Context: an optimization exercise on an open-source flow, tuned for small area, a short achievable clock period and few clock cycles. The choices shown serve that exercise and are no tape-out recipe.
RTL that was checked went through simulation tests only; none was proved equivalent to the original.
Power figures rest on the tool's default switching activity, not on a simulated workload.

==> flow/design.v <==
module ALU(
    input wire clk,
    input wire rst_n,
    input wire [7:0] A,
    input wire [7:0] B,
    input wire start,
    input wire [2:0] opcode,
    output wire [15:0] result,
    output wire done
);
    reg [15:0] P;        
    reg        busy;     
    reg        done_r;
    reg [2:0]  cnt;
    wire mul  = opcode[2];
    wire zero = ~(|A) | ~(|B);
    wire [7:0] X = busy ? P[15:8] : B;
    wire [7:0] Y = A & {8{~busy | P[0]}};
    wire [8:0] S = {1'b0, X} + {1'b0, Y};
    always @(posedge clk) begin
        if (busy)
            P <= {S, P[7:1]};
        else if (mul)
            P <= zero ? 16'h0000 : {1'b0, A & {8{B[0]}}, B[7:1]};
        else case (opcode[1:0])
            2'b01:   P <= {7'h00, S};
            2'b10:   P <= {8'h00, X & Y};
            2'b11:   P <= {8'h00, X ^ Y};
            default: P <= 16'h0000;
        endcase
    end
    always @(posedge clk) begin
        if (~rst_n) begin
            busy   <= 1'b0;
            done_r <= 1'b0;
        end else begin
            busy   <= start;
            done_r <= start & (busy ? (mul & (cnt == 3'd6)) : (~mul | zero));
        end
        cnt <= busy ? cnt + 3'd1 : 3'd0;
    end
    assign result = P;
    assign done   = done_r;
endmodule
==> flow/config.mk <==
export PLATFORM = sky130hd
export DESIGN_NAME = ALU
export DESIGN_NICKNAME = ALU
export VERILOG_FILES = /design/flow/design.v
export SDC_FILE = /design/flow/constraint.sdc
export NUM_CORES = 4
export LEC_CHECK = 0
export ABC_AREA = 1
export CAP_MARGIN = 20
export CORE_MARGIN = 2
export CORE_UTILIZATION = 40
export SETUP_SLACK_MARGIN = 2.75
export SLEW_MARGIN = 20
==> flow/constraint.sdc <==
create_clock -name core_clock -period 5.0 [get_ports {clk}]
set_input_delay 1.0000 -clock core_clock [delete_from_list [all_inputs] [get_ports {clk}]]
set_output_delay 1.0000 -clock core_clock [all_outputs]
set_load 0.01 [all_outputs]
standard.sh (not shown) runs the stock make flow with config.mk's settings and CLKGATE_MAP_FILE= SYNTH_SCRIPT=/design/flow/synth_recipe.tcl, a recipe that flattens the netlist after the stock synthesis.
==> flow/flow/run.sh <==
#!/bin/bash
# The standard layout, with the port buffers made from small buffers
# (sky130_fd_sc_hd__buf_2) instead of the delay buffers buffer_ports picks.
set -euo pipefail
export BUFFER_PORTS_ARGS="-buffer_cell sky130_fd_sc_hd__buf_2"
export ADDER_MAP_FILE=
bash standard.sh > standard.log 2>&1
Testbench counts at the start, summed over its fixed seeds: cycles 19,103.
Change:
==> flow/design.v (replaced) <==
module ALU(
    input wire clk,
    input wire rst_n,
    input wire [7:0] A,
    input wire [7:0] B,
    input wire start,
    input wire [2:0] opcode,
    output wire [15:0] result,
    output wire done
);
    reg [15:0] P;        
    reg [2:0]  st;       
    reg        done_r;
    wire busy = ~&st;
    wire mul  = opcode[2];
    wire zero = ~(|A) | ~(|B);
    wire ones = (&A) | (&B);
    wire [7:0] X = busy ? P[15:8] : B;
    wire [7:0] Y = A & {8{~busy | P[0]}};
    wire [8:0] S = {1'b0, X} + {1'b0, Y};
    always @(posedge clk) begin
        if (busy)
            P <= {S, P[7:1]};
        else if (mul)
            P <= zero ? 16'h0000 :
                 ones ? {S[7:0], ~S[7:0]} :
                        {1'b0, A & {8{B[0]}}, B[7:1]};
        else case (opcode[1:0])
            2'b01:   P <= {7'h00, S};
            2'b10:   P <= {8'h00, X & Y};
            2'b11:   P <= {8'h00, X ^ Y};
            default: P <= 16'h0000;
        endcase
    end
    always @(posedge clk) begin
        if (~rst_n | ~start)
            st <= 3'd7;
        else
            st <= st + 3'd1;
        if (~rst_n)
            done_r <= 1'b0;
        else
            done_r <= start & (busy ? (st == 3'd6) : (~mul | zero | ones));
    end
    assign result = P;
    assign done   = done_r;
endmodule
Combinational power came out higher by 96%.
Routed wire length came out higher by 29%.
Power climbs by 54%.
Core utilization increases by 5.7 points.
Maximum frequency is lower by 6.5%.
Design area grows by 23%.
Worst hold slack is about the same.
Flip-flop and latch count came out lower by 1.
Critical path depth is higher by 1.
Die area rose by 11%.
Only the layout flow was run in the second run of this note; the RTL was not checked for function there.

--- another note on this design; it stands on its own ---

## ALU
module ALU(
    input wire clk,
    input wire rst_n,
    input wire [7:0] A,
    input wire [7:0] B,
    input wire start,
    input wire [2:0] opcode,
    output wire [15:0] result,
    output wire done
);
export LEC_CHECK = 0
export ABC_AREA = 1
export CAP_MARGIN = 20
export CORE_MARGIN = 2
export CORE_UTILIZATION = 40
export SETUP_SLACK_MARGIN = 2.75
export SLEW_MARGIN = 20
export TNS_END_PERCENT = 5
create_clock -name core_clock -period 5.0 [get_ports {clk}]
standard.sh (not shown) runs the stock make flow with config.mk's settings and CLKGATE_MAP_FILE= SYNTH_SCRIPT=/design/flow/synth_recipe.tcl, a recipe that flattens the netlist after the stock synthesis.
==> flow/flow/run.sh <==
#!/bin/bash
# The standard layout, with the port buffers made from small buffers
# (sky130_fd_sc_hd__buf_2) instead of the delay buffers buffer_ports picks.
set -euo pipefail
export BUFFER_PORTS_ARGS="-buffer_cell sky130_fd_sc_hd__buf_2"
export ADDER_MAP_FILE=
bash standard.sh > standard.log 2>&1
The first run ran to the end with no violations.
Testbench counts at the start, summed over its fixed seeds: cycles 16,520.
Next try:
Settings changed: SETUP_SLACK_MARGIN 2.75 to 3.1, TNS_END_PERCENT 5 to default.
Setup slack gains 120 ps.
Hold slack degrades by 4.7 ps.
Design area climbs by 45%.
Register-to-register slack is better by 130 ps.
Synthesized cell count is unchanged.
Clock power is about the same.
Final cell count came out higher by about 7%.
Via count is higher by about 18%.
Wire length grows by 34%.
Area after synthesis does not change.

---

## oak
Starting RTL as in the previous note.
==> flow/config.mk <==
export PLATFORM = sky130hd
export DESIGN_NAME = ALU
export DESIGN_NICKNAME = ALU
export VERILOG_FILES = /design/flow/design.v
export SDC_FILE = /design/flow/constraint.sdc
export NUM_CORES = 4
export LEC_CHECK = 0
export ABC_AREA = 0
export ABC_CLOCK_PERIOD_IN_PS = 1500
export CAP_MARGIN = 20
export CORE_MARGIN = 2
export CORE_UTILIZATION = 40
export SETUP_SLACK_MARGIN = 2.5
export SLEW_MARGIN = 20
==> flow/constraint.sdc <==
create_clock -name core_clock -period 5.0 [get_ports {clk}]
set_input_delay 1.0000 -clock core_clock [delete_from_list [all_inputs] [get_ports {clk}]]
set_output_delay 1.0000 -clock core_clock [all_outputs]
set_load 0.01 [all_outputs]
==> flow/flow/run.sh <==
#!/bin/bash
# The standard layout, with the port buffers made from small buffers
# (sky130_fd_sc_hd__buf_2) instead of the delay buffers buffer_ports picks.
set -euo pipefail
export BUFFER_PORTS_ARGS="-buffer_cell sky130_fd_sc_hd__buf_2"
bash standard.sh > standard.log 2>&1
No stage failed in oak, and the final checks on the layout all came back clean.
Testbench counts of oak, summed over its fixed seeds: cycles 16,520.
Relative to oak, the following input files were edited for pine:
- a change of ABC_AREA from 0 to 1
- a deleted ABC_CLOCK_PERIOD_IN_PS that had been 1500
==> comparison <==
- Changes observed in pine relative to oak: number of well taps climbed about 4%, combinational share of power now sits lower, full die area went up 6.0%, setup slack shows an increase of 440 ps, fraction of the mapped netlist area in simple logic gates up 17 points.
- Going from oak to pine, the number of distinct library cells after synthesis was found to have gone down by 25%.
- Diff oak -> pine | multi-input combinational cell count | increase of 58
- Compared with oak, pine degrades first-pass GRT wire length.
- Run comparison: pine endpoint of the most critical setup path P[6]; oak endpoint of the most critical setup path P[12]
- Clock network fraction of total power (higher): pine
- Per the comparison of pine with oak, worst clock skew on the final layout was more or less identical, share of cell area taken by muxes after synthesis went down by 8.9 points.

-- separate check: timing with driven ports --
In the flow no input, the clock included, has a driving cell. The finished layouts below were timed again as built, in two steps. Step 1 assumes that a clkbuf_16 drives the clock port and a buf_2 every other input. Step 2 times the ports against the registers' clock, not the clock port: input delays grow and output delays shrink by t, the midpoint of the rising clock arrivals with the driver on. Three values: ideal, step 1, step 2; two values: the first two.
run	t (ns)	setup slack, ns	hold slack, ns	cell pins on the clock port's net
the first run of note 1	0.285	2.876 / 2.879 / 2.594	0.465 / 0.465 / 0.465	1
the second run of note 1	0.294	2.727 / 2.730 / 2.436	0.464 / 0.464 / 0.464	1
the first run of note 2	0.297	2.767 / 2.771 / 2.474	0.469 / 0.469 / 0.469	1
the second run of note 2	0.295	2.886 / 2.847 / 2.552	0.464 / 0.464 / 0.464	1
oak	0.297	2.133 / 2.101 / 1.804	0.440 / 0.440 / 0.440	1
pine	0.289	2.571 / 2.559 / 2.269	0.457 / 0.457 / 0.457	1
After both steps every run listed still meets setup and hold. For the second run of note 2, which loses most, drivers alone change the setup slack by -0.039 ns; drivers and shift together by -0.334 ns.
